Source: an optimization exercise on an open RTL-to-GDS flow (aim: small area and a short achievable clock period). Production flows keep margins and buffers that such runs may drop. Where RTL was checked, it was by simulation tests only, not by an equivalence proof against the original.

job 7335:
==> flow/design.v <==
`timescale 1ns / 1ps
module IPD_core
	(
		input wire [18:0] yk, rk,
		input wire [18:0] yp,       
		input wire [18:0] ik1,
		output wire [18:0] n_ik1,
		output wire [19:0] n_a
    );
localparam [18:0] MAX = 19'h3FFFF;
localparam [18:0] MIN = 19'h40000;
function [18:0] clamp20(input [19:0] s);
	clamp20 = (s[19] != s[18]) ? (s[19] ? MIN : MAX) : s[18:0];
endfunction
function [39:0] csa(input [19:0] a, input [19:0] b, input [19:0] c);
	csa = {((a & b) | (a & c) | (b & c)) << 1, a ^ b ^ c};
endfunction
wire ypmin = (yp == MIN);
wire ymin = (yk == MIN);
wire [19:0] nt0 = {yp[18], yp} - {yk[18], yk};
wire [19:0] nt = {nt0[19] ^ ypmin, nt0[18:0]};
wire signed [19:0] nts = nt;
wire nt_top = ymin & ypmin;
wire d_min = (nts <= -20'sd3496) & ~nt_top;     
wire d_max = (nts >= 20'sd3496) | nt_top;       
wire dsat = d_min | d_max;
wire d_wrap = (nts >= 20'sd1748) | (nts <= -20'sd1748);
wire [12:0] u = {~nt[12], nt[11:0]};
wire [39:0] l1 = csa({u, 7'd0}, {1'b0, 2'b11, u, 4'd0}, {4'b0001, u, 2'd0});
wire [39:0] l2 = csa(l1[19:0], l1[39:20], {6'd0, u, 1'b0});
wire signed [18:0] ys = yk;
wire p_min = ys >= 19'sd29128;      
wire p_max = ys <= -19'sd29128;     
wire psat = p_min | p_max;
wire p_wrap = (ys >= 19'sd14564) | (ys <= -19'sd14564);
wire par_p = psat ? p_max : p_wrap;
wire [19:0] yw = {yk[18], yk};
wire [39:0] lp = csa(yw << 4, yw << 1, 20'hFE000);
wire [19:0] p18 = lp[19:0] + lp[39:20];         
wire [19:0] pm1 = p_min ? 20'hC1FFF : p_max ? 20'hC1FFE : ~p18;
wire [39:0] l3 = csa(l2[19:0], l2[39:20], pm1);
wire [19:0] v = l3[19:0] + {l3[39:21], 1'b1};
wire [19:0] a_w = {v[19] ^ d_wrap ^ par_p, v[18:0]};
wire [19:0] pdi = pm1 + {19'd0, ~d_max};
wire [6:0] pdh = pdi[19:13] - 7'd1;               
wire [19:0] pd = {pdh, pdi[12:0]};
wire [1:0] pd_hi = pd[19:18] + 2'b11;
wire [19:0] a_s = {pd_hi[1] ^ d_max ^ par_p, pd_hi[0], pd[17:0]};
wire [19:0] a = dsat ? a_s : a_w;            
wire [19:0] e0 = {rk[18], rk} - {yk[18], yk};
wire [19:0] e = {e0[19] ^ ymin, e0[18:0]};
wire signed [19:0] es = e;
wire m_max = es >= 20'sd74899;
wire m_min = es <= -20'sd74899;
wire msat = m_max | m_min;
wire m_wrap = (es >= 20'sd37450) | (es <= -20'sd37450);
wire [39:0] lq = csa(e << 3, ~e, {ik1[18], ik1});
wire [19:0] q = lq[19:0] + {lq[39:21], 1'b1};
wire [18:0] ik_w = clamp20({q[19] ^ m_wrap, q[18:0]});
wire [18:0] ik1_dec = {1'b0, ik1[17:0]} + 19'h7FFFF;
wire [18:0] ik_max = ik1[18] ? ik1_dec : MAX;
wire [18:0] ik_min = ik1[18] ? MIN : {1'b1, ik1[17:0]};
wire [18:0] ik = m_max ? ik_max : m_min ? ik_min : ik_w;
assign n_ik1 = ik;
assign n_a = a;
endmodule
module IPD_out
	(
		input wire [19:0] a1,      
		input wire [18:0] ik1,
		output wire [18:0] pidk
    );
localparam [18:0] MAX = 19'h3FFFF;
localparam [18:0] MIN = 19'h40000;
wire [18:0] a = (a1[19] != a1[18]) ? (a1[19] ? MIN : MAX) : a1[18:0];
wire [19:0] sum = {a[18], a} + {ik1[18], ik1};
assign pidk = (sum[19] != sum[18]) ? {sum[19], {18{~sum[19]}}} : sum[18:0];
endmodule
module I_PD #(parameter size=19)
	(
		input wire clk, rst, EN,
		input wire signed [size-1:0] yk, rk,
		output wire signed [size-1:0] pidk
    );
reg [18:0] yp, ik1;
reg [19:0] a1;
wire [18:0] n_ik1;
wire [19:0] n_a;
IPD_core core (.yk(yk), .rk(rk), .yp(yp), .ik1(ik1),
	.n_ik1(n_ik1), .n_a(n_a));
IPD_out out (.a1(a1), .ik1(ik1), .pidk(pidk));
always @(posedge clk or posedge rst)
begin
	if (rst) begin
		yp <= 19'd0;
		ik1 <= 19'd0;
		a1 <= 20'd0;
	end
	else if (EN) begin
		yp <= yk;
		ik1 <= n_ik1;
		a1 <= n_a;
	end
end
endmodule
export LEC_CHECK = 0
export CAP_MARGIN = 20
export CORE_MARGIN = 2
export CORE_UTILIZATION = 40
export CTS_BUF_LIST = sky130_fd_sc_hd__clkbuf_8
export PLACE_DENSITY = 0.6
export SLEW_MARGIN = 20
create_clock -name core_clock -period 20.0 [get_ports {clk}]
standard.sh (not shown) runs the stock make flow with config.mk's settings and CLKGATE_MAP_FILE= SYNTH_SCRIPT=/design/flow/synth_recipe.tcl, a recipe that flattens the netlist after the stock synthesis.
==> flow/flow/run.sh <==
#!/bin/bash
# Standard ORFS layout, except that the port buffers are buf_2 cells
# instead of the delay cells buffer_ports picks by default.
set -euo pipefail
export BUFFER_PORTS_ARGS="-buffer_cell sky130_fd_sc_hd__buf_2"
bash standard.sh finish > standard_flow.log 2>&1
Here is what was changed in the inputs of job 5463 compared with job 7335.
--- a/flow/design.v
+++ b/flow/design.v
@@ -25,9 +25,8 @@
 wire d_max = (nts >= 20'sd3496) | nt_top;       
 wire dsat = d_min | d_max;
 wire d_wrap = (nts >= 20'sd1748) | (nts <= -20'sd1748);
-wire [12:0] u = {~nt[12], nt[11:0]};
-wire [39:0] l1 = csa({u, 7'd0}, {1'b0, 2'b11, u, 4'd0}, {4'b0001, u, 2'd0});
-wire [39:0] l2 = csa(l1[19:0], l1[39:20], {6'd0, u, 1'b0});
+wire [39:0] l1 = csa(nt << 7, nt << 4, nt << 2);
+wire [39:0] l2 = csa(l1[19:0], l1[39:20], nt << 1);
 wire signed [18:0] ys = yk;
 wire p_min = ys >= 19'sd29128;      
 wire p_max = ys <= -19'sd29128;     
@@ -35,15 +34,12 @@
 wire p_wrap = (ys >= 19'sd14564) | (ys <= -19'sd14564);
 wire par_p = psat ? p_max : p_wrap;
 wire [19:0] yw = {yk[18], yk};
-wire [39:0] lp = csa(yw << 4, yw << 1, 20'hFE000);
-wire [19:0] p18 = lp[19:0] + lp[39:20];         
-wire [19:0] pm1 = p_min ? 20'hC1FFF : p_max ? 20'hC1FFE : ~p18;
+wire [19:0] p18 = (yw << 4) + (yw << 1);
+wire [19:0] pm1 = p_min ? 20'hBFFFF : p_max ? 20'hBFFFE : ~p18;
 wire [39:0] l3 = csa(l2[19:0], l2[39:20], pm1);
 wire [19:0] v = l3[19:0] + {l3[39:21], 1'b1};
 wire [19:0] a_w = {v[19] ^ d_wrap ^ par_p, v[18:0]};
-wire [19:0] pdi = pm1 + {19'd0, ~d_max};
-wire [6:0] pdh = pdi[19:13] - 7'd1;               
-wire [19:0] pd = {pdh, pdi[12:0]};
+wire [19:0] pd = pm1 + {19'd0, ~d_max};
 wire [1:0] pd_hi = pd[19:18] + 2'b11;
 wire [19:0] a_s = {pd_hi[1] ^ d_max ^ par_p, pd_hi[0], pd[17:0]};
 wire [19:0] a = dsat ? a_s : a_w;            
==> notes.md <==
Job 5463 finished every stage and its layout cleared the timing, design-rule and antenna checks. Compared with job 7335, job 5463 shows a lower maximum fanout count along the critical path. Lower actual slew at the worst max-slew pin goes to job 7335 over job 5463. Job 5463 vs. job 7335: total detailed-routing wirelength shrank by 9.8%, design area shrank by 6.3%. The die used by job 5463 is smaller than the one used by job 7335. Count of fill cells added during filler insertion of job 5463 falls short of that of job 7335 by a few percent.
For job 7335, only the layout was checked, not whether the RTL still works.


Another version of the RTL of I_PD (not shown whole).
Size: roughly 1500 cells after synthesis, ~58 flip-flops.
==> module IPD_core, before the edit <==
module IPD_core
	(
		input wire [18:0] yk, rk,
		input wire [18:0] yp,       
		input wire [18:0] ik1,
		output wire [18:0] n_ik1,
		output wire [19:0] n_a
    );
localparam [18:0] MAX = 19'h3FFFF;
localparam [18:0] MIN = 19'h40000;
function [18:0] clamp20(input [19:0] s);
	clamp20 = (s[19] != s[18]) ? (s[19] ? MIN : MAX) : s[18:0];
endfunction
function [39:0] csa(input [19:0] a, input [19:0] b, input [19:0] c);
	csa = {((a & b) | (a & c) | (b & c)) << 1, a ^ b ^ c};
endfunction
wire ypmin = (yp == MIN);
wire ymin = (yk == MIN);
wire [19:0] t0 = {yk[18], yk} - {yp[18], yp};
wire [19:0] t = {t0[19] ^ ypmin, t0[18:0]};
wire signed [19:0] ts = t;
wire d_min = ts >= 20'sd3496;       
wire d_max = ts <= -20'sd3496;      
wire dsat = d_min | d_max;
wire d_wrap = (ts >= 20'sd1748) | (ts <= -20'sd1748);
wire [39:0] l1 = csa(~(t << 7), ~(t << 4), ~(t << 3));
wire [39:0] l2 = csa(l1[19:0], {l1[39:21], 1'b1}, {t[18:0], 1'b1});
wire signed [18:0] ys = yk;
wire p_min = ys >= 19'sd29128;      
wire p_max = ys <= -19'sd29128;     
wire psat = p_min | p_max;
wire p_wrap = (ys >= 19'sd14564) | (ys <= -19'sd14564);
wire par_p = psat ? p_max : p_wrap;
wire [19:0] yw = {yk[18], yk};
wire [19:0] p18 = (yw << 4) + (yw << 1);
wire [19:0] pm1 = p_min ? 20'hBFFFF : p_max ? 20'hBFFFE : ~p18;
wire [39:0] l3 = csa(l2[19:0], {l2[39:21], 1'b1}, pm1);
wire [19:0] v = l3[19:0] + {l3[39:21], 1'b1};
wire [19:0] a_w = {v[19] ^ d_wrap ^ par_p, v[18:0]};
wire [19:0] pd = pm1 + {19'd0, ~d_max};
wire [1:0] pd_hi = pd[19:18] + 2'b11;
wire [19:0] a_s = {pd_hi[1] ^ d_max ^ par_p, pd_hi[0], pd[17:0]};
wire [19:0] a = dsat ? a_s : a_w;            
wire [19:0] e0 = {rk[18], rk} - {yk[18], yk};
wire [19:0] e = {e0[19] ^ ymin, e0[18:0]};
wire signed [19:0] es = e;
wire m_max = es >= 20'sd74899;
wire m_min = es <= -20'sd74899;
wire msat = m_max | m_min;
wire m_wrap = (es >= 20'sd37450) | (es <= -20'sd37450);
wire [39:0] lq = csa(e << 3, ~e, {ik1[18], ik1});
wire [19:0] q = lq[19:0] + {lq[39:21], 1'b1};
wire [18:0] ik_w = clamp20({q[19] ^ m_wrap, q[18:0]});
wire [18:0] ik1_dec = {1'b0, ik1[17:0]} + 19'h7FFFF;
wire [18:0] ik_max = ik1[18] ? ik1_dec : MAX;
wire [18:0] ik_min = ik1[18] ? MIN : {1'b1, ik1[17:0]};
wire [18:0] ik = m_max ? ik_max : m_min ? ik_min : ik_w;
assign n_ik1 = ik;
assign n_a = a;
endmodule
clock: 20.0 ns
lec_check: 0
cap_margin: 20
core_margin: 2
core_utilization: 40
cts_buf_list: sky130_fd_sc_hd__clkbuf_8
place_density: 0.6
slew_margin: 20
Scripts as last shown in full above: flow/flow/run.sh
Then changed:
--- a/flow/design.v
+++ b/flow/design.v
@@ -1,6 +1,34 @@
+`timescale 1ns / 1ps
+module addbk #(parameter W = 20)
+	(
+		input wire [W-1:0] a, b,
+		input wire cin,
+		output wire [W-1:0] s
+    );
+localparam L = $clog2(W);
+reg [W-1:0] g, p;
+integer k, i;
+always @* begin
+	p = a ^ b;
+	g = (a & b) | {{(W-1){1'b0}}, p[0] & cin};
+	for (k = 0; k < L; k = k + 1) begin
+		for (i = (2 << k) - 1; i < W; i = i + (2 << k)) begin
+			g[i] = g[i] | (p[i] & g[i - (1 << k)]);
+			p[i] = p[i] & p[i - (1 << k)];
+		end
+	end
+	for (k = L - 2; k >= 0; k = k - 1) begin
+		for (i = 3 * (1 << k) - 1; i < W; i = i + (2 << k)) begin
+			g[i] = g[i] | (p[i] & g[i - (1 << k)]);
+			p[i] = p[i] & p[i - (1 << k)];
+		end
+	end
+end
+assign s = a ^ b ^ {g[W-2:0], cin};
+endmodule
 `timescale 1ns / 1ps
 module IPD_core
 	(
 		input wire [18:0] yk, rk,
 		input wire [18:0] yp,       
 		input wire [18:0] ik1,
@@ -30,13 +58,14 @@
 wire p_min = ys >= 19'sd29128;      
 wire p_max = ys <= -19'sd29128;     
 wire psat = p_min | p_max;
 wire p_wrap = (ys >= 19'sd14564) | (ys <= -19'sd14564);
 wire par_p = psat ? p_max : p_wrap;
 wire [19:0] yw = {yk[18], yk};
-wire [19:0] p18 = (yw << 4) + (yw << 1);
+wire [19:0] p18;
+addbk #(20) add_p (.a(yw << 4), .b(yw << 1), .cin(1'b0), .s(p18));
 wire [19:0] pm1 = p_min ? 20'hBFFFF : p_max ? 20'hBFFFE : ~p18;
 wire [39:0] l3 = csa(l2[19:0], {l2[39:21], 1'b1}, pm1);
 wire [19:0] v = l3[19:0] + {l3[39:21], 1'b1};
 wire [19:0] a_w = {v[19] ^ d_wrap ^ par_p, v[18:0]};
 wire [19:0] pd = pm1 + {19'd0, ~d_max};
 wire [1:0] pd_hi = pd[19:18] + 2'b11;
Routed wire length is higher by a few percent.
First-iteration DRC count is higher by about a fifth.
Via count is higher slightly.
Sequential share of layout area is lower by 0.22 points.
Die area is higher slightly.
Count of clock-buffer cells in the layout is lower by 2.
Hold slack is better by 0.016 ns.
Global-route usage is higher by 0.89 points.
Design area is higher slightly.
Flip-flop and latch count is unchanged.
Setup slack is worse by 0.27 ns.
The RTL of the second run of this note was laid out without a check of its function.

[afterwards: timing with drivers on the ports]
Ports are ideal in the flow. The routed layouts listed here were re-timed in OpenROAD.
Step 1, drivers: a clkbuf_16 drives clk and a buf_2 each remaining input, both assumed.
Step 2 also shifts input and output timing later by t, the mid clock arrival at the registers, as if the neighbouring blocks saw the same clock.
Slacks: no drivers / after step 1 / after step 2; pairs: no drivers / after step 1.
run | t, ns | setup WS [ns] | worst setup path at the end | slew at the worst register clock pin (ns)
job 7335 | 0.408 | 9.504 / 9.470 / 9.062 | input to register | 0.09 / 0.09
job 5463 | 0.416 | 9.911 / 9.900 / 9.483 | input to register | 0.09 / 0.09
the first run of note 2 | 0.405 | 9.904 / 9.919 / 9.514 | input to register | 0.08 / 0.08
the second run of note 2 | 0.407 | 9.632 / 9.608 / 9.201 | input to register | 0.09 / 0.09
After both steps setup and hold are still met in every run listed. For job 7335, which loses most, drivers alone change the setup slack by -0.034 ns; drivers and shift together by -0.442 ns.
